Context: an optimization exercise on an open-source flow, tuned for a short achievable clock period and few clock cycles. The choices shown serve that exercise and are no tape-out recipe.
Where RTL was checked, it was by simulation tests only, not by an equivalence proof against the original.
The RTL of runs 2 and 3 was laid out without a check of its function.
No activity file was given, so power comes from the tool's default toggle rates.

## flow/design.v

```verilog
module ks_add #(parameter W = 32)
	(input  [W-1:0] a, b,
	 input          cin,
	 output [W-1:0] s,
	 output         cout);
	localparam L = (W >= 64) ? 7 : (W >= 32) ? 6 : (W >= 16) ? 5 : (W >= 8) ? 4 : (W >= 4) ? 3 : 2;	 
	wire [W-1:0] p = a ^ b;
	wire [W:0]   g0 = {a & b, 1'b0} | {{W{1'b0}}, cin};	 
	wire [W:0]   p0 = {p, 1'b0};
	wire [W:0] G [0:L];
	wire [W:0] P [0:L];
	assign G[0] = g0;
	assign P[0] = p0;
	genvar k, i;
	generate
		for (k = 0; k < L; k = k + 1) begin : lv
			for (i = 0; i <= W; i = i + 1) begin : bt
				if (i >= (1 << k)) begin : op
					assign G[k+1][i] = G[k][i] | (P[k][i] & G[k][i - (1 << k)]);
					assign P[k+1][i] = P[k][i] & P[k][i - (1 << k)];
				end else begin : pass
					assign G[k+1][i] = G[k][i];
					assign P[k+1][i] = P[k][i];
				end
			end
		end
	endgenerate
	assign s    = p ^ G[L][W-1:0];
	assign cout = G[L][W];
endmodule
module booth_enc (input  [15:0] B,
		  output [7:0]  neg, one, two);
	wire [16:0] bb = {B, 1'b0};
	genvar i;
	generate
		for (i = 0; i < 8; i = i + 1) begin : g
			wire [2:0] d = bb[2*i +: 3];
			assign neg[i] = d[2];
			assign one[i] = d[1] ^ d[0];
			assign two[i] = (d == 3'b011) | (d == 3'b100);
		end
	endgenerate
endmodule
module mult_harris (input  [15:0] A,
		    input  [7:0]  neg, one, two,
		    output [31:0] S,
		    output [31:0] C);
	wire [31:0] asx = {{16{A[15]}}, A};
	reg  [31:0] pp [0:8];
	reg  [31:0] sel;
	integer i;
	always @(*) begin
		pp[8] = 32'b0;
		for (i = 0; i < 8; i = i + 1) begin
			sel = ({32{one[i]}} & asx) | ({32{two[i]}} & (asx << 1));
			if (neg[i]) sel = ~sel;
			pp[i] = sel << (2*i);
			pp[8][2*i] = neg[i];
		end
	end
	function [63:0] csa;
		input [31:0] x, y, z;
		reg [31:0] s, c;
		begin
			s = x ^ y ^ z;
			c = (x & y) | (x & z) | (y & z);
			csa = {s, c << 1};
		end
	endfunction
	wire [63:0] l1a = csa(pp[0], pp[1], pp[2]);
	wire [63:0] l1b = csa(pp[3], pp[4], pp[5]);
	wire [63:0] l1c = csa(pp[6], pp[7], pp[8]);
	wire [63:0] l2a = csa(l1a[63:32], l1a[31:0], l1b[63:32]);
	wire [63:0] l2b = csa(l1b[31:0], l1c[63:32], l1c[31:0]);
	wire [63:0] l3a = csa(l2a[63:32], l2a[31:0], l2b[63:32]);
	wire [63:0] l4a = csa(l3a[63:32], l3a[31:0], l2b[31:0]);
	assign S = l4a[63:32];
	assign C = l4a[31:0];
endmodule
module MIPS	(input		clk, reset_n,
		 output	[31:0]	imem_addr,
		 input	[31:0]	imem_data,
		 output	[31:0]	dmem_addr, dmem_wdata,
		 output		dmem_we,
		 input	[31:0]	dmem_rdata);
	reg  [31:0]	pc_f;
	reg  [31:0]	ia_f;		 
	reg		v_d;
	reg  [31:0]	ir_d, alt_d;	 
	reg		pred_d;
	reg  [31:0]	a_e, b_e, sd_e, alt_e;
	reg		fs_e;
	reg  [7:0]	bneg_e, bone_e, btwo_e;	 
	reg		wen_e, ld_e, st_e, mul_e, beq_e, bne_e, pred_e;
	reg  [4:0]	wdst_e;
	reg  [1:0]	sel_e;		 
	reg		sub_e;
	reg  [1:0]	lop_e;		 
	reg  [31:0]	res_m, sd_m, ms_m, mc_m;
	reg		wen_m, ld_m, st_m, mul_m;
	reg  [4:0]	wdst_m;
	reg  [31:0]	rf [1:31];
	wire [31:0]	mprod;
	wire		mprod_co;
	ks_add #(32) madd (.a(ms_m), .b(mc_m), .cin(1'b0), .s(mprod), .cout(mprod_co));
	wire [31:0]	wres  = ld_m ? dmem_rdata : (mul_m ? mprod : res_m);
	assign imem_addr  = ia_f;
	assign dmem_addr  = res_m;
	assign dmem_wdata = sd_m;
	assign dmem_we    = st_m;
	always @(posedge clk)
		if (wen_m)
			rf[wdst_m] <= wres;
	wire [5:0]	op    = ir_d[31:26];
	wire [5:0]	funct = ir_d[5:0];
	wire [4:0]	rs    = ir_d[25:21];
	wire [4:0]	rt    = ir_d[20:16];
	wire [4:0]	rd    = ir_d[15:11];
	wire [15:0]	imm   = ir_d[15:0];
	wire		is_r    = (op == 6'h00);
	wire		is_mul  = (op == 6'h3F);
	wire		is_addi = (op == 6'h08);
	wire		is_slti = (op == 6'h0A);
	wire		is_andi = (op == 6'h0C);
	wire		is_ori  = (op == 6'h0D);
	wire		is_xori = (op == 6'h0E);
	wire		is_lw   = (op == 6'h23);
	wire		is_sw   = (op == 6'h2B);
	wire		is_beq  = (op == 6'h04);
	wire		is_bne  = (op == 6'h05);
	wire		is_j    = (op == 6'h02);
	wire		sext    = is_addi | is_slti | is_lw | is_sw;
	wire		use_imm = sext | is_andi | is_ori | is_xori;
	wire		use_rs  = is_r | is_mul | use_imm | is_beq | is_bne;
	wire		use_rtb = is_r | is_mul | is_beq | is_bne;
	wire		wr      = is_r | is_mul | is_addi | is_slti | is_andi | is_ori | is_xori | is_lw;
	wire [4:0]	wdst    = (is_r | is_mul) ? rd : rt;
	wire		wen_d   = v_d & wr & (wdst != 5'd0);
	reg  [1:0]	sel_d, lop_d;
	reg		sub_d;
	always @(*) begin
		sel_d = 2'd0; sub_d = 1'b0; lop_d = 2'd0;
		if (is_r)
			case (funct)
				6'h22: sub_d = 1'b1;
				6'h24: begin sel_d = 2'd2; lop_d = 2'd0; end
				6'h25: begin sel_d = 2'd2; lop_d = 2'd1; end
				6'h27: begin sel_d = 2'd2; lop_d = 2'd2; end
				6'h26: begin sel_d = 2'd2; lop_d = 2'd3; end
				6'h2A: begin sel_d = 2'd1; sub_d = 1'b1; end
				default: ;
			endcase
		else if (is_slti) begin sel_d = 2'd1; sub_d = 1'b1; end
		else if (is_andi) begin sel_d = 2'd2; lop_d = 2'd0; end
		else if (is_ori)  begin sel_d = 2'd2; lop_d = 2'd1; end
		else if (is_xori) begin sel_d = 2'd2; lop_d = 2'd3; end
	end
	wire		fm_s = wen_m & (wdst_m == rs);
	wire		fm_t = wen_m & (wdst_m == rt);
	wire [31:0]	rs_val = (rs == 5'd0) ? 32'b0 : (fm_s ? wres : rf[rs]);
	wire [31:0]	rt_val = (rt == 5'd0) ? 32'b0 : (fm_t ? wres : rf[rt]);
	wire [31:0]	immx   = {(sext & imm[15]) ? 16'hFFFF : 16'h0000, imm};
	wire		fe_s = wen_e & (wdst_e == rs);
	wire		fe_t = wen_e & (wdst_e == rt);
	wire [15:0]	bm_d = fe_t ? res_e[15:0] : rt_val[15:0];
	wire [7:0]	bneg_d, bone_d, btwo_d;
	booth_enc benc (.B(bm_d), .neg(bneg_d), .one(bone_d), .two(btwo_d));
	wire		stall = v_d & (ld_e | mul_e) & ((use_rs & fe_s) | (use_rtb & fe_t));
	wire [31:0]	pcp1_f = pc_f + 32'd1;
	wire [5:0]	op_f   = imem_data[31:26];
	wire		j_f    = (op_f == 6'h02);
	wire		beq_f  = (op_f == 6'h04);
	wire		bne_f  = (op_f == 6'h05);
	wire		same_f = (imem_data[25:21] == imem_data[20:16]);
	wire		pred_f = j_f | (beq_f & (same_f | imem_data[15])) | (bne_f & ~same_f);
	wire [31:0]	btgt_f;
	wire		btgt_co;
	ks_add #(32) tadd (.a(pc_f), .b({{16{imem_data[15]}}, imem_data[15:0]}), .cin(1'b1), .s(btgt_f), .cout(btgt_co));
	wire [31:0]	tgt_f  = j_f ? {pcp1_f[31:26], imem_data[25:0]} : btgt_f;
	wire [31:0]	A = a_e;
	wire [31:0]	B = b_e;
	wire [31:0]	Bx = sub_e ? ~B : B;
	wire [32:0]	sum;
	ks_add #(32) aadd (.a(A), .b(Bx), .cin(sub_e), .s(sum[31:0]), .cout(sum[32]));
	wire		slt = sum[31] ^ ~sum[32];
	reg  [31:0]	logic_r;
	always @(*)
		case (lop_e)
			2'd0: logic_r = A & B;
			2'd1: logic_r = A | B;
			2'd2: logic_r = ~(A | B);
			default: logic_r = A ^ B;
		endcase
	wire [31:0]	res_e = (sel_e == 2'd2) ? logic_r :
				(sel_e == 2'd1) ? {31'b0, slt} : sum[31:0];
	wire		eq    = (A == B);
	wire		taken = (beq_e & eq) | (bne_e & ~eq);
	wire		mispredict = (beq_e | bne_e) & (taken ^ pred_e);
	wire [31:0]	ms_e, mc_e;
	mult_harris mult (.A(A[15:0]), .neg(bneg_e), .one(bone_e), .two(btwo_e), .S(ms_e), .C(mc_e));
	wire		take_tgt = pred_f & ~mispredict & ~stall;
	wire [31:0]	pc_other = mispredict ? alt_e : (stall ? pc_f : pcp1_f);
	wire [31:0]	pc_next  = take_tgt ? tgt_f : pc_other;
	always @(posedge clk)
		ia_f <= reset_n ? pc_next : 32'b0;
	always @(posedge clk, negedge reset_n)
		if (!reset_n) begin
			pc_f   <= 32'b0;
			v_d    <= 1'b0;
			wen_e  <= 1'b0; ld_e <= 1'b0; st_e <= 1'b0; mul_e <= 1'b0;
			beq_e  <= 1'b0; bne_e <= 1'b0;
			wen_m  <= 1'b0; ld_m <= 1'b0; st_m <= 1'b0; mul_m <= 1'b0;
		end else begin
			pc_f <= pc_next;
			if (mispredict)
				v_d <= 1'b0;
			else if (!stall)
				v_d <= 1'b1;
			if (mispredict | stall | ~v_d) begin
				wen_e <= 1'b0; ld_e <= 1'b0; st_e <= 1'b0; mul_e <= 1'b0;
				beq_e <= 1'b0; bne_e <= 1'b0;
			end else begin
				wen_e <= wen_d; ld_e <= is_lw; st_e <= is_sw; mul_e <= is_mul;
				beq_e <= is_beq; bne_e <= is_bne;
			end
			wen_m <= wen_e; ld_m <= ld_e; st_m <= st_e; mul_m <= mul_e;
		end
	always @(posedge clk) begin
		if (!stall && !mispredict) begin
			ir_d   <= imem_data;
			alt_d  <= pred_f ? pcp1_f : btgt_f;
			pred_d <= pred_f;
		end
		a_e    <= fe_s ? res_e : rs_val;
		b_e    <= (fe_t & ~use_imm) ? res_e : (use_imm ? immx : rt_val);
		sd_e   <= rt_val;
		fs_e   <= fe_t;
		bneg_e <= bneg_d;
		bone_e <= bone_d;
		btwo_e <= btwo_d;
		wdst_e <= wdst;
		sel_e  <= sel_d;
		sub_e  <= sub_d;
		lop_e  <= lop_d;
		pred_e <= pred_d;
		alt_e  <= alt_d;
		res_m  <= res_e;
		sd_m   <= fs_e ? wres : sd_e;
		ms_m   <= ms_e;
		mc_m   <= mc_e;
		wdst_m <= wdst_e;
	end
endmodule
```

## flow/flow/run.sh

```bash
#!/bin/bash
# Layout of the design: the standard flow (standard.sh) with different
# effort settings; the constraints (clock period, I/O delays, loads) are
# the standard flow's, unchanged.
#  - ports are buffered with buf_4 instead of the weakest buffer.
set -euo pipefail
bash standard.sh \
  SETUP_SLACK_MARGIN=8.3 \
  SETUP_MOVE_SEQUENCE=unbuffer,sizeup,swap,split \
  "BUFFER_PORTS_ARGS=-buffer_cell sky130_fd_sc_hd__buf_4" \
  finish > standard_flow.log 2>&1
```

## flow/standard.sh

```bash
#!/bin/bash
# synth_recipe.tcl (not shown) runs the flow's synth.tcl, then flattens the netlist and writes it again
# the make line also repeats each setting of config.mk as NAME=value (left out here)
make -C /OpenROAD-flow-scripts/flow DESIGN_CONFIG=/design/flow/config.mk WORK_HOME=/design/flow/orfs CLKGATE_MAP_FILE= SYNTH_SCRIPT=/design/flow/synth_recipe.tcl "${@:-finish}"
```

## flow/config.mk

```make
export PLATFORM = sky130hd
export DESIGN_NAME = MIPS
export DESIGN_NICKNAME = MIPS
export VERILOG_FILES = /design/flow/design.v
export SDC_FILE = /design/flow/constraint.sdc
export NUM_CORES = 4
export LEC_CHECK = 0
export ABC_CLOCK_PERIOD_IN_PS = 3000
export CAP_MARGIN = 20
export CORE_MARGIN = 2
export CORE_UTILIZATION = 50
export SLEW_MARGIN = 20
export TNS_END_PERCENT = 100
```

## flow/constraint.sdc

```tcl
create_clock -name core_clock -period 11.5 [get_ports {clk}]
set_input_delay 2.3000 -clock core_clock [delete_from_list [all_inputs] [get_ports {clk}]]
set_output_delay 2.3000 -clock core_clock [all_outputs]
set_load 0.01 [all_outputs]
```

==> impl_metrics.json, run 1 <==
{
  "clockRootBuffer": "clkbuf_16",
  "maxCapViolations": 0,
  "ys_top_cells_by_area": "edfxtp_1 (42%), mux4_2 (17%), dfxtp_1 (8.9%), ha_1 (3.5%), fa_1 (3.1%)",
  "dieArea_mm2": 0.1546,
  "cts.clk_slew.worst_paths_ps": 60,
  "wl_met1_um": 106800,
  "start_util_pct": 50.45,
  "antenna_found_initial": 8,
  "cp-end-kind": "flip-flop",
  "grt-ovfl-total": 0,
  "postCtsHoldBufs": 0,
  "place_congestion": 0.9158,
  "routed-wl-met2_um": 125300,
  "cellPowerDensity_mw_per_mm2": 240.3,
  "wl_um": 279900,
  "drc_errors": 0,
  "multi_input_area_mm2": 0.03810,
  "synth_fp_nets": 5826,
  "clockBufferDepth": 3,
  "grt_pass1_wl_um": 380000,
  "via_per_inst": 6.755,
  "status": "no timing/DRC/antenna violations",
  "period_needed_ps": 4125,
  "crit_chain": "buf_8, xnor2_4, a21oi_2, a311o_1, o21ai_4, clkinv_8, or3_4, a31oi_4, nor4bb_4, nor4_2",
  "grt_max_degree": 71,
  "crit_type": "in -> reg",
  "syn_inst": 5431,
  "fill_cells": 11060,
  "io_pins": 163,
  "grt_usage_pct": 35.09,
  "diodes": 0,
  "ctsHtreeMaxLevel": 4,
  "detail_route.wl_per_cell_um": 35.65,
  "fmax_mhz": 242.4,
  "critPathMaxFanout": 8,
  "synth-seq-cells": 1435,
  "synth_area_mm2": 0.07574,
  "die_x_um": 393.2,
  "final_util_pct": 62.26,
  "worst_pin_slew_ps": 1126,
  "core_area_mm2": 0.1501,
  "clk_latency_ps": 840,
  "cts_tree": "done",
  "worstPathArrival_ps": 4820,
  "num_vias": 53040,
  "synth_edf_count": 1057,
  "drive_above_1_share_pct": 37.48,
  "rsz0062_at_grt": "yes",
  "yosys.area.top_type": "edfxtp_1",
  "synth_top_area_share_pct": 41.91,
  "power_w": 0.02247,
  "die_y_um": 393.2,
  "ys_warn_count": 4,
  "slowest_stage": "o21ai_4",
  "synth-seq-area-share_pct": 52.18,
  "fin_nets": 6107,
  "cts_buffers": 155,
  "tns_ps": 0,
  "ys.flop_type": "edfxtp_1",
  "crit_family": "compound AO/OA/AOI/OAI gates",
  "crit_path_start_kind": "input pin",
  "drt_iter0_markers": 7259,
  "dpl.hpwl_um": 146500,
  "ant_nets": 0,
  "route.met3.wl_um": 31860,
  "vdd_drop_max_uv": 180.0,
  "hold_class": "reg -> reg",
  "synth.distinct_cells": 106,
  "syn_to_final_growth_pct": 23.41,
  "drt_pass1_iterations": 6,
  "core.rowCount": 142,
  "relSlewSlack_pct": 24.92,
  "slew_viol_final": 0,
  "yosysMostFrequentCell": "edfxtp_1",
  "synth_common_cells": "edfxtp_1 (1,057), mux4_2 (567), nor2_1 (385), dfxtp_1 (335), inv_1 (312)",
  "grt_pass1_vias": 51290,
  "critical_path_buf_inv_count": 2,
  "fin_skew_ps": 48.80,
  "leakagePower_nw": 33.23,
  "max_stage_delay_ps": 580,
  "synthArstFlopShare_pct": 2.997,
  "syn_area_per_cell_um2": 13.95,
  "period_share_pct": 35.87,
  "io_buffers": 162,
  "cts.sinks": 1435,
  "hold_viol": 0,
  "top_layer": "met5",
  "seq_area_mm2": 0.03986,
  "setup_violations": 0,
  "required_ps": 12200
}
-- path summary, 6_finish.rpt --
path | start | end | slack [ps] | depth (start not counted)
hold reg to reg | alt_d[13] | alt_e[13] | 320 | 0
hold / removal | alt_d[13] | alt_e[13] | 320 | 0
setup / recovery | imem_data[17] | ia_f[31] | 7370 | 10
max in group asynchronous | reset_n | ld_m | 9230 | 1
setup reg to reg | sub_e | btwo_e[6] | 7850 | 15
min in group asynchronous | reset_n | pc_f[28] | 1600 | 1
-- sequential cells by signal, summed over array words and instances (netlist names), 5 cells and up, named ones only --
name    cells
ia_f       32
a_e        32
b_e        32
bone_e      8
btwo_e      8
wdst_m      5
alt_d      32
sd_e       32
ms_m       32
bneg_e      8
alt_e      32
sd_m       32
pc_f       32
wdst_e      5
ir_d       32
res_m      32
rf        992
mc_m       28
-- cells in the final DEF, fill, tap and decap left out, types with 63 or more instances in the layout --
master / instances
ha_4: 63
nor2_1: 326
mux2i_1: 125
buf_4: 138
nand2_1: 170
a21oi_1: 181
o21ai_0: 82
xor2_1: 102
buf_6: 174
inv_1: 282
fa_1: 104
a21oi_2: 68
buf_12: 82
dfxtp_1: 166
ha_1: 133
mux4_2: 567
edfxtp_1: 1057
xnor2_1: 163
a22oi_1: 105
dfxtp_2: 120
clkbuf_16: 155
-- worst reg2reg max path: stages, from the launching register on --
cell and delay, ps:
dfxtp_2 330, buf_12 140, buf_8 140, xor2_1 160, ha_1 360, a211oi_2 110
o21ai_2 200, nand4_1 300, a31oi_4 400, nor2_2 100, xnor2_2 180, a21oi_4 270
inv_2 70, mux2_4 350, ha_4 190, mux2_4 240
-- cell families after synthesis --
family | count (synthesis) | share of synthesized area (%)
flip-flops | 1435 | 52.18
XOR/XNOR | 299 | 3.458
AND/OR/NAND/NOR | 906 | 5.481
AO/OA/AOI/OAI | 972 | 8.451
multiplexers | 804 | 20.12
adder cells (fa/ha/maj) | 329 | 6.585
buffers and inverters | 686 | 3.720
-- power by group --
part | leakage (nW) | internal (W) | switching, W
clock network | 2.47 | 0.00278 | 0.00224
registers | 13.0 | 0.00683 | 0.000529
logic | 17.8 | 0.00424 | 0.00585
-- stage by stage --
step                      hold slack, ps  cell area (um^2)  setup slack, ps  std cells
after floorplan                    323.3             77160             6961       5431
after global placement             324.5             80290             5858       7350
after detailed placement           326.9             80290             5834       7350
after CTS                          333.8             91300             7421       7809
after global routing               340.8             93480             7294       7851
final                              324.8             93480             7375       7851
-- per-layer routing --
metal / vias up / track usage (%)
met5: - / 0
met4: 6 / 15.44
met3: 616 / 7.539
met2: 3387 / 53.70
met1: 27560 / 48.54
li1: 21470 / -
-- cell type report --
class	count	share of cell area (%)
Sequential cell	1435	42.65
Multi-Input combinational cell	3310	40.76
Timing Repair Buffer	495	7.124
Clock buffer	200	4.417
Tap cell	2016	2.698
Inverter	315	1.355
Clock inverter	80	1.004
-- timing repair --
action / 4_1_cts / 5_1_grt
buffers inserted: 179 / 42
setup endpoints to repair: 923 / 697
resized for setup: 875 / 370
pin swaps: 199 / 192
Testbench counts, summed over its fixed seeds: cycles 28,736.
==> inputs of run 2 (changes only) <==
--- a/flow/design.v
+++ b/flow/design.v
@@ -3,7 +3,7 @@
 	 input          cin,
 	 output [W-1:0] s,
 	 output         cout);
-	localparam L = (W >= 64) ? 7 : (W >= 32) ? 6 : (W >= 16) ? 5 : (W >= 8) ? 4 : (W >= 4) ? 3 : 2;	 
+	localparam L = $clog2(W + 1);	 
 	wire [W-1:0] p = a ^ b;
 	wire [W:0]   g0 = {a & b, 1'b0} | {{W{1'b0}}, cin};	 
 	wire [W:0]   p0 = {p, 1'b0};
==> run 2 against run 1 <==
Against the previous run:
- core utilization unchanged
- clock skew unchanged
- maximum frequency unchanged
- register-to-register slack about the same
- synthesized area unchanged
- setup slack unchanged
- sequential power about the same
- still clean
- global-route usage unchanged
- non-clock buffer count unchanged
- final cell count unchanged
- cell area unchanged
- sequential cell count unchanged
- critical path type unchanged
==> impl_metrics.json, run 2 <==
{
  "vdd_drop_max_uv": 180.0,
  "start_util_pct": 50.45,
  "clockBufferDepth": 3,
  "synth_edf_count": 1057,
  "dp.cells": 7350,
  "syn_inst": 5431,
  "detail_route.wl_per_cell_um": 35.65,
  "top_register": "rf",
  "place_congestion": 0.9158,
  "whs_ps": 324.8,
  "critical_path_buf_inv_count": 2,
  "setup_violations": 0,
  "syn_to_final_growth_pct": 23.41,
  "layout_commonest_cell": "edfxtp_1",
  "synth-seq-area-share_pct": 52.18,
  "io_pins": 163,
  "maxCapViolations": 0,
  "cts.sinks": 1435,
  "die_y_um": 393.2,
  "crit_type": "in -> reg",
  "postCtsHoldBufs": 0,
  "relSlewSlack_pct": 24.92,
  "clockRootBuffer": "clkbuf_16",
  "yosys.area.top_type": "edfxtp_1",
  "synth_fp_nets": 5826,
  "dieArea_mm2": 0.1546,
  "drive_above_1_share_pct": 37.48,
  "cts_tree": "done",
  "synth_top_area_share_pct": 41.91,
  "fin_skew_ps": 48.80,
  "drc_errors": 0,
  "crit_family": "compound AO/OA/AOI/OAI gates",
  "hold_viol": 0,
  "drt_iter0_markers": 7259,
  "cellPowerDensity_mw_per_mm2": 240.3,
  "via_per_inst": 6.755,
  "yosysMostFrequentCell": "edfxtp_1",
  "drt_pass1_iterations": 6,
  "dpl.hpwl_um": 146500,
  "io_buffers": 162,
  "crit_chain": "buf_8, xnor2_4, a21oi_2, a311o_1, o21ai_4, clkinv_8, or3_4, a31oi_4, nor4bb_4, nor4_2",
  "grt-ovfl-total": 0,
  "cts_buffers": 155,
  "num_vias": 53040,
  "worstPathArrival_ps": 4820,
  "ctsHtreeMaxLevel": 4,
  "final_cell_mix": "edfxtp_1 (1,057), mux4_2 (567), nor2_1 (326)",
  "status": "no timing/DRC/antenna violations",
  "antenna_found_initial": 8,
  "diodes": 0,
  "required_ps": 12200,
  "period_share_pct": 35.87,
  "ys_top_cells_by_area": "edfxtp_1 (42%), mux4_2 (17%), dfxtp_1 (8.9%), ha_1 (3.5%), fa_1 (3.1%)",
  "leakagePower_nw": 33.23,
  "critPathMaxFanout": 8,
  "slew_viol_final": 0,
  "hold_class": "reg -> reg",
  "wl_um": 279900,
  "fmax_mhz": 242.4,
  "grt_pass1_vias": 51290,
  "grt_usage_pct": 35.09,
  "worst_pin_slew_ps": 1126,
  "synthArstFlopShare_pct": 2.997,
  "layout.cells.non_filler": 7851,
  "synth_common_cells": "edfxtp_1 (1,057), mux4_2 (567), nor2_1 (385), dfxtp_1 (335), inv_1 (312)",
  "cts.clk_slew.worst_paths_ps": 60,
  "grt_pass1_wl_um": 380000,
  "core_area_mm2": 0.1501,
  "largest_register_ffs": 992,
  "synth-seq-cells": 1435,
  "slowest_stage": "o21ai_4",
  "rsz0062_at_grt": "yes",
  "ant_nets": 0,
  "period_needed_ps": 4125,
  "tns_ps": 0,
  "max_stage_delay_ps": 580,
  "cp-end-kind": "flip-flop",
  "syn_area_per_cell_um2": 13.95,
  "ys_warn_count": 4,
  "ys.flop_type": "edfxtp_1",
  "grt_max_degree": 71,
  "die_x_um": 393.2,
  "synth_area_mm2": 0.07574,
  "core.rowCount": 142,
  "crit_path_start_kind": "input pin",
  "synth.distinct_cells": 106,
  "clk_latency_ps": 840,
  "fin_nets": 6107
}
[run 2: cell counts after synthesis]
No cell type changed its count.
[run 2: worst register-to-register path, delay by kind of cell, from the launching register on]
family,cells,cell delay [ps]
compound gates,4,980
flops,1,330
mux,2,590
buf+inv,3,350
xor+xnor,2,340
simple gates,2,400
fa+ha+maj,2,550
[run 2: through the flow]
step / util [%] / total power, W / worst slack [ps] / area (um^2)
global route: 62.26 / 0.02367 / 7294 / 93480
finish: 62.26 / 0.02247 / 7375 / 93480
detailed placement: 53.48 / 0.01538 / 5834 / 80290
global placement: 53.48 / 0.01535 / 5858 / 80290
CTS: 60.81 / 0.02181 / 7421 / 91300
floorplan: - / 0.01281 / 6961 / 77160
[run 2: cells by family after synthesis]
group                    after synthesis  synth area share, %
adder cells (fa/ha/maj)              329                6.585
AND/OR/NAND/NOR                      906                5.481
XOR/XNOR                             299                3.458
AO/OA/AOI/OAI                        972                8.451
buffers and inverters                686                3.720
flip-flops                          1435                52.18
multiplexers                         804                20.12
[run 2: report_power, final]
| part | total, W | switching [W] | internal [W] | leakage (nW) |
|---|---|---|---|---|
| Clock | 0.00503 | 0.00224 | 0.00278 | 2.47 |
| Sequential | 0.00736 | 0.000529 | 0.00683 | 13.0 |
| Combinational | 0.0101 | 0.00585 | 0.00424 | 17.8 |
[run 2: worst paths after layout]
kind                       depth (start not counted)         to           from  slack (ps)
hold / removal                                     0  alt_e[13]      alt_d[13]         320
min in group asynchronous                          1   pc_f[28]        reset_n        1600
hold reg to reg                                    0  alt_e[13]      alt_d[13]         320
max in group asynchronous                          1       ld_m        reset_n        9230
setup reg to reg                                  15  btwo_e[6]          sub_e        7850
setup / recovery                                  10   ia_f[31]  imem_data[17]        7370
[run 2: repair_timing]
item	CTS	global route
setup buffers	179	42
pin swaps	199	192
endpoints found under the setup margin	923	697
gates resized for setup	875	370
[run 2: routing by layer]
| layer | vias up | global-route usage [%] | routed length, um |
|---|---|---|---|
| li1 | 21470 | - | - |
| met1 | 27560 | 48.54 | 106800 |
| met2 | 3387 | 53.70 | 125300 |
| met3 | 616 | 7.539 | 31860 |
| met4 | 6 | 15.44 | 15900 |
| met5 | - | 0 | 35 |
[run 2: area by class of cell]
cell class / count / area, um^2
Fill cell: 11060 / 56660
Sequential cell: 1435 / 39860
Multi-Input combinational cell: 3310 / 38100
Timing Repair Buffer: 495 / 6659
Clock buffer: 200 / 4129
Tap cell: 2016 / 2522
Inverter: 315 / 1266
Clock inverter: 80 / 938.4
==> inputs of run 3 (changes only) <==
--- a/flow/design.v
+++ b/flow/design.v
@@ -86,7 +86,7 @@
 	reg  [31:0]	pc_f;
 	reg  [31:0]	ia_f;		 
 	reg		v_d;
-	reg  [31:0]	ir_d, alt_d;	 
+	reg  [31:0]	ir_d, pcp1_d;
 	reg		pred_d;
 	reg  [31:0]	a_e, b_e, sd_e, alt_e;
 	reg		fs_e;
@@ -165,17 +165,31 @@
 	wire [15:0]	bm_d = fe_t ? res_e[15:0] : rt_val[15:0];
 	wire [7:0]	bneg_d, bone_d, btwo_d;
 	booth_enc benc (.B(bm_d), .neg(bneg_d), .one(bone_d), .two(btwo_d));
+	wire [31:0]	btgt_d;
+	wire		btgt_co;
+	ks_add #(32) dadd (.a(pcp1_d), .b({{16{imm[15]}}, imm}), .cin(1'b0), .s(btgt_d), .cout(btgt_co));
+	wire [31:0]	alt_d = pred_d ? pcp1_d : btgt_d;
 	wire		stall = v_d & (ld_e | mul_e) & ((use_rs & fe_s) | (use_rtb & fe_t));
-	wire [31:0]	pcp1_f = pc_f + 32'd1;
+	wire [31:0]	pcp1_f;
+	wire		pcp1_co;
+	ks_add #(32) inc (.a(pc_f), .b(32'b0), .cin(1'b1), .s(pcp1_f), .cout(pcp1_co));
 	wire [5:0]	op_f   = imem_data[31:26];
 	wire		j_f    = (op_f == 6'h02);
 	wire		beq_f  = (op_f == 6'h04);
 	wire		bne_f  = (op_f == 6'h05);
 	wire		same_f = (imem_data[25:21] == imem_data[20:16]);
 	wire		pred_f = j_f | (beq_f & (same_f | imem_data[15])) | (bne_f & ~same_f);
-	wire [31:0]	btgt_f;
-	wire		btgt_co;
-	ks_add #(32) tadd (.a(pc_f), .b({{16{imem_data[15]}}, imem_data[15:0]}), .cin(1'b1), .s(btgt_f), .cout(btgt_co));
+	wire [15:0]	imm_f = imem_data[15:0];
+	wire [15:0]	lo_f;
+	wire		lo_co;
+	ks_add #(16) tadd (.a(pc_f[15:0]), .b(imm_f), .cin(1'b1), .s(lo_f), .cout(lo_co));
+	wire [15:0]	hi0_f = pc_f[31:16];
+	wire [15:0]	hip_f, him_f;
+	wire		hip_co, him_co;
+	ks_add #(16) hinc (.a(pc_f[31:16]), .b(16'h0000), .cin(1'b1), .s(hip_f), .cout(hip_co));
+	ks_add #(16) hdec (.a(pc_f[31:16]), .b(16'hFFFF), .cin(1'b0), .s(him_f), .cout(him_co));
+	wire [15:0]	hi_f  = (lo_co ^ imm_f[15]) ? (lo_co ? hip_f : him_f) : hi0_f;
+	wire [31:0]	btgt_f = {hi_f, lo_f};
 	wire [31:0]	tgt_f  = j_f ? {pcp1_f[31:26], imem_data[25:0]} : btgt_f;
 	wire [31:0]	A = a_e;
 	wire [31:0]	B = b_e;
@@ -201,8 +215,10 @@
 	wire		take_tgt = pred_f & ~mispredict & ~stall;
 	wire [31:0]	pc_other = mispredict ? alt_e : (stall ? pc_f : pcp1_f);
 	wire [31:0]	pc_next  = take_tgt ? tgt_f : pc_other;
+	wire		take_tgt_r = take_tgt & reset_n;
+	wire [31:0]	pc_other_r = reset_n ? pc_other : 32'b0;
 	always @(posedge clk)
-		ia_f <= reset_n ? pc_next : 32'b0;
+		ia_f <= take_tgt_r ? tgt_f : pc_other_r;
 	always @(posedge clk, negedge reset_n)
 		if (!reset_n) begin
 			pc_f   <= 32'b0;
@@ -226,9 +242,9 @@
 			wen_m <= wen_e; ld_m <= ld_e; st_m <= st_e; mul_m <= mul_e;
 		end
 	always @(posedge clk) begin
-		if (!stall && !mispredict) begin
+		if (!stall) begin
 			ir_d   <= imem_data;
-			alt_d  <= pred_f ? pcp1_f : btgt_f;
+			pcp1_d <= pcp1_f;
 			pred_d <= pred_f;
 		end
 		a_e    <= fe_s ? res_e : rs_val;
--- a/flow/config.mk
+++ b/flow/config.mk
@@ -5,7 +5,7 @@
 export SDC_FILE = /design/flow/constraint.sdc
 export NUM_CORES = 4
 export LEC_CHECK = 0
-export ABC_CLOCK_PERIOD_IN_PS = 3000
+export ABC_CLOCK_PERIOD_IN_PS = 1000
 export CAP_MARGIN = 20
 export CORE_MARGIN = 2
 export CORE_UTILIZATION = 50
==> run 3 against run 2 <==
Against the previous run:
- still clean on timing, DRC and antenna
- maximum frequency down 1.8%
- worst hold slack gained 20 ps
- final cell count increased by 1.7%
- clock-buffer cell count increased by 6
- wire length decreased by 2.1%
- register-to-register slack worse by 170 ps
- global-route usage decreased by 1.3 points
- total power down 4.9%
- sequential cell count unchanged
- via count is 1.5% higher
- first-iteration DRC count shrank 4.9%
- highest routed layer unchanged
==> impl_metrics.json, run 3 <==
{
  "crit_family": "compound AO/OA/AOI/OAI gates",
  "placed_cell_area_mm2": 0.08139,
  "syn_inst": 5621,
  "largest_register_ffs": 992,
  "syn_to_final_growth_pct": 19.66,
  "worstPathArrival_ps": 4900,
  "maxCapViolations": 0,
  "dpl.hpwl_um": 151300,
  "synth_top_area_share_pct": 41.14,
  "start_util_pct": 50.20,
  "drt_iter0_markers": 6905,
  "top_register": "rf",
  "setup_violations": 0,
  "synthArstFlopShare_pct": 2.997,
  "worst_pin_slew_ps": 1078,
  "synth_area_mm2": 0.07715,
  "cts.clk_slew.worst_paths_ps": 60,
  "cp-end-kind": "flip-flop",
  "drc_errors": 0,
  "period_needed_ps": 4200,
  "synth_edf_count": 1057,
  "synth-seq-area-share_pct": 51.23,
  "fmax_mhz": 238.1,
  "critPathMaxFanout": 6,
  "cts_buffers": 158,
  "grt_pass1_vias": 52520,
  "final_cell_mix": "edfxtp_1 (1,057), mux4_2 (564), nor2_1 (305)",
  "hold_viol": 0,
  "via_per_inst": 6.740,
  "fin_skew_ps": 45.44,
  "core.rowCount": 144,
  "grt_usage_pct": 33.81,
  "rsz0062_at_grt": "yes",
  "die_y_um": 396.8,
  "antenna_found_initial": 11,
  "syn_area_per_cell_um2": 13.73,
  "place_congestion": 0.9274,
  "io_pins": 163,
  "synth-seq-cells": 1435,
  "crit_path_start_kind": "input pin",
  "ys_top_cells_by_area": "edfxtp_1 (41%), mux4_2 (16%), dfxtp_1 (8.7%), ha_1 (3.7%), fa_1 (3.0%)",
  "crit_chain": "buf_12, inv_8, ha_4, o211ai_1, a21o_1, a311oi_2, o31a_1, o21ai_4, buf_6, nand2_1, a31oi_1, xnor2_1, a211oi_1",
  "tns_ps": 0,
  "synth.distinct_cells": 95,
  "core_area_mm2": 0.1537,
  "final_area_mm2": 0.09232,
  "ant_nets": 0,
  "slew_viol_final": 0,
  "synth_common_cells": "edfxtp_1 (1,057), mux4_2 (564), nor2_1 (351), dfxtp_1 (335), a21oi_1 (287)",
  "max_stage_delay_ps": 430,
  "fin_nets": 6227,
  "slowest_stage": "o31a_1",
  "layout_commonest_cell": "edfxtp_1",
  "yosysMostFrequentCell": "edfxtp_1",
  "cellPowerDensity_mw_per_mm2": 231.4,
  "yosys.area.top_type": "edfxtp_1",
  "final_util_pct": 60.07,
  "crit_type": "in -> reg",
  "detail_route.wl_per_cell_um": 34.33,
  "die_x_um": 396.8,
  "vdd_drop_max_uv": 201.6,
  "wl_um": 274200,
  "clockRootBuffer": "clkbuf_16",
  "critical_path_buf_inv_count": 3,
  "clk_latency_ps": 820,
  "num_vias": 53830,
  "clockBufferDepth": 3,
  "dieArea_mm2": 0.1575,
  "grt_max_degree": 73,
  "ys.flop_type": "edfxtp_1",
  "cts.sinks": 1435,
  "drive_above_1_share_pct": 31.50,
  "power_w": 0.02136,
  "synth_fp_nets": 6035,
  "status": "no timing/DRC/antenna violations",
  "period_share_pct": 36.52,
  "ys_warn_count": 5,
  "grt-ovfl-total": 0,
  "drt_pass1_iterations": 6,
  "ctsHtreeMaxLevel": 4,
  "required_ps": 12200,
  "relSlewSlack_pct": 27.48,
  "grt_pass1_wl_um": 379300,
  "hold_class": "reg -> reg",
  "io_buffers": 162,
  "cts_tree": "done",
  "leakagePower_nw": 32.73,
  "whs_ps": 344.4
}
[run 3: cell types whose count changed in the layout (fill, tap and decap cells not counted), sizes merged, moves of 34 or more]
cell / before / now
buf: 492 / 416
nor2: 388 / 351
xor2: 117 / 157
nand2: 206 / 263
xnor2: 182 / 148
inv: 317 / 275
[run 3: power breakdown]
| part | internal (W) | switching [W] |
|---|---|---|
| combinational | 0.00376 | 0.00530 |
| sequential | 0.00677 | 0.000554 |
| clock | 0.00283 | 0.00215 |
| total | 0.0134 | 0.00800 |
[run 3: worst paths after layout]
kind / start / to / slack, ps / cells after the start
worst max-delay path: imem_data[0] / ia_f[31] / 7300 / 13
min in group asynchronous: reset_n / pc_f[30] / 1590 / 1
worst max register to register: b_e[29] / ia_f[23] / 7680 / 12
worst min-delay path: st_e / st_m / 340 / 0
worst min register to register: st_e / st_m / 340 / 0
max in group asynchronous: reset_n / ld_m / 9240 / 1
[run 3: final cells by class]
cell class | instances | area, um^2
Clock inverter | 81 | 748.2
Timing Repair Buffer | 421 | 5618
Sequential cell | 1435 | 39800
Clock buffer | 206 | 4268
Multi-Input combinational cell | 3521 | 38200
Fill cell | 11690 | 61370
Tap cell | 2044 | 2557
Antenna cell | 3 | 7.507
Inverter | 276 | 1115
[run 3: worst register-to-register path: stages (launching register included)]
cell	delay, ps
dfxtp_1	410
inv_1	70
ha_1	340
nor4_4	560
nand4_1	260
nor2_4	230
mux2i_1	100
a22o_1	290
buf_8	210
nor3_4	490
nand2_1	280
o221a_2	330
and2_1	150
[run 3: metal layers]
layer | vias to the layer above | track usage (%) | share of wire (%) | wire length [um]
met1 | 27960 | 46.44 | 38 | 105200
li1 | 22180 | - | - | -
met3 | 572 | 6.487 | 10 | 28120
met2 | 3113 | 52.71 | 46 | 127200
met4 | 6 | 14.74 | 4.9 | 13540
met5 | - | 0 | 0.015 | 41
[run 3: what timing repair did]
action,in CTS,in global routing
setup endpoints to repair,866,442
resized for setup,718,218
buffers inserted,99,29
pin swaps,132,136
hold buffers,0,0
[run 3: cell families after synthesis]
group | synth area share [%]
AO/OA/AOI/OAI | 9.200
XOR/XNOR | 3.462
adder cells (fa/ha/maj) | 6.782
buffers and inverters | 3.574
flip-flops | 51.23
multiplexers | 19.84
AND/OR/NAND/NOR | 5.916
[run 3: per-stage QoR]
step                std cells  setup slack (ps)
detailed placement       7569              6165
floorplan                5621              7030
finish                   7987              7300
global placement         7569              6137
CTS                      7955              7394
global route             7986              7225

afterwards: timing with drivers on the ports:
Ports are ideal in the flow. The routed layouts listed here were re-timed in OpenROAD. Step 1 (the two cells are an assumption about what drives the block):
set clk [get_ports {clk}]
set_driving_cell -lib_cell sky130_fd_sc_hd__clkbuf_16 $clk
set_driving_cell -lib_cell sky130_fd_sc_hd__buf_2 [delete_from_list [all_inputs] $clk]
Step 2 also shifts input and output timing later by t, the mid clock arrival at the registers, as if the neighbouring blocks saw the same clock. a / b / c = ideal / step 1 / step 2; a / b = the first two.
| run | shift t [ns] | slack for setup (ns) | worst data-port slew with drivers (ns) |
|---|---|---|---|
| run 1 | 0.893 | 7.375 / 7.419 / 6.526 | 0.11 |
| run 2 | 0.893 | 7.375 / 7.419 / 6.526 | 0.11 |
| run 3 | 0.891 | 7.300 / 7.311 / 6.420 | 0.15 |
After both steps setup and hold are still met in every run listed. The setup slack of run 3, which loses most, moves by +0.011 ns with the drivers and by -0.880 ns with both steps.
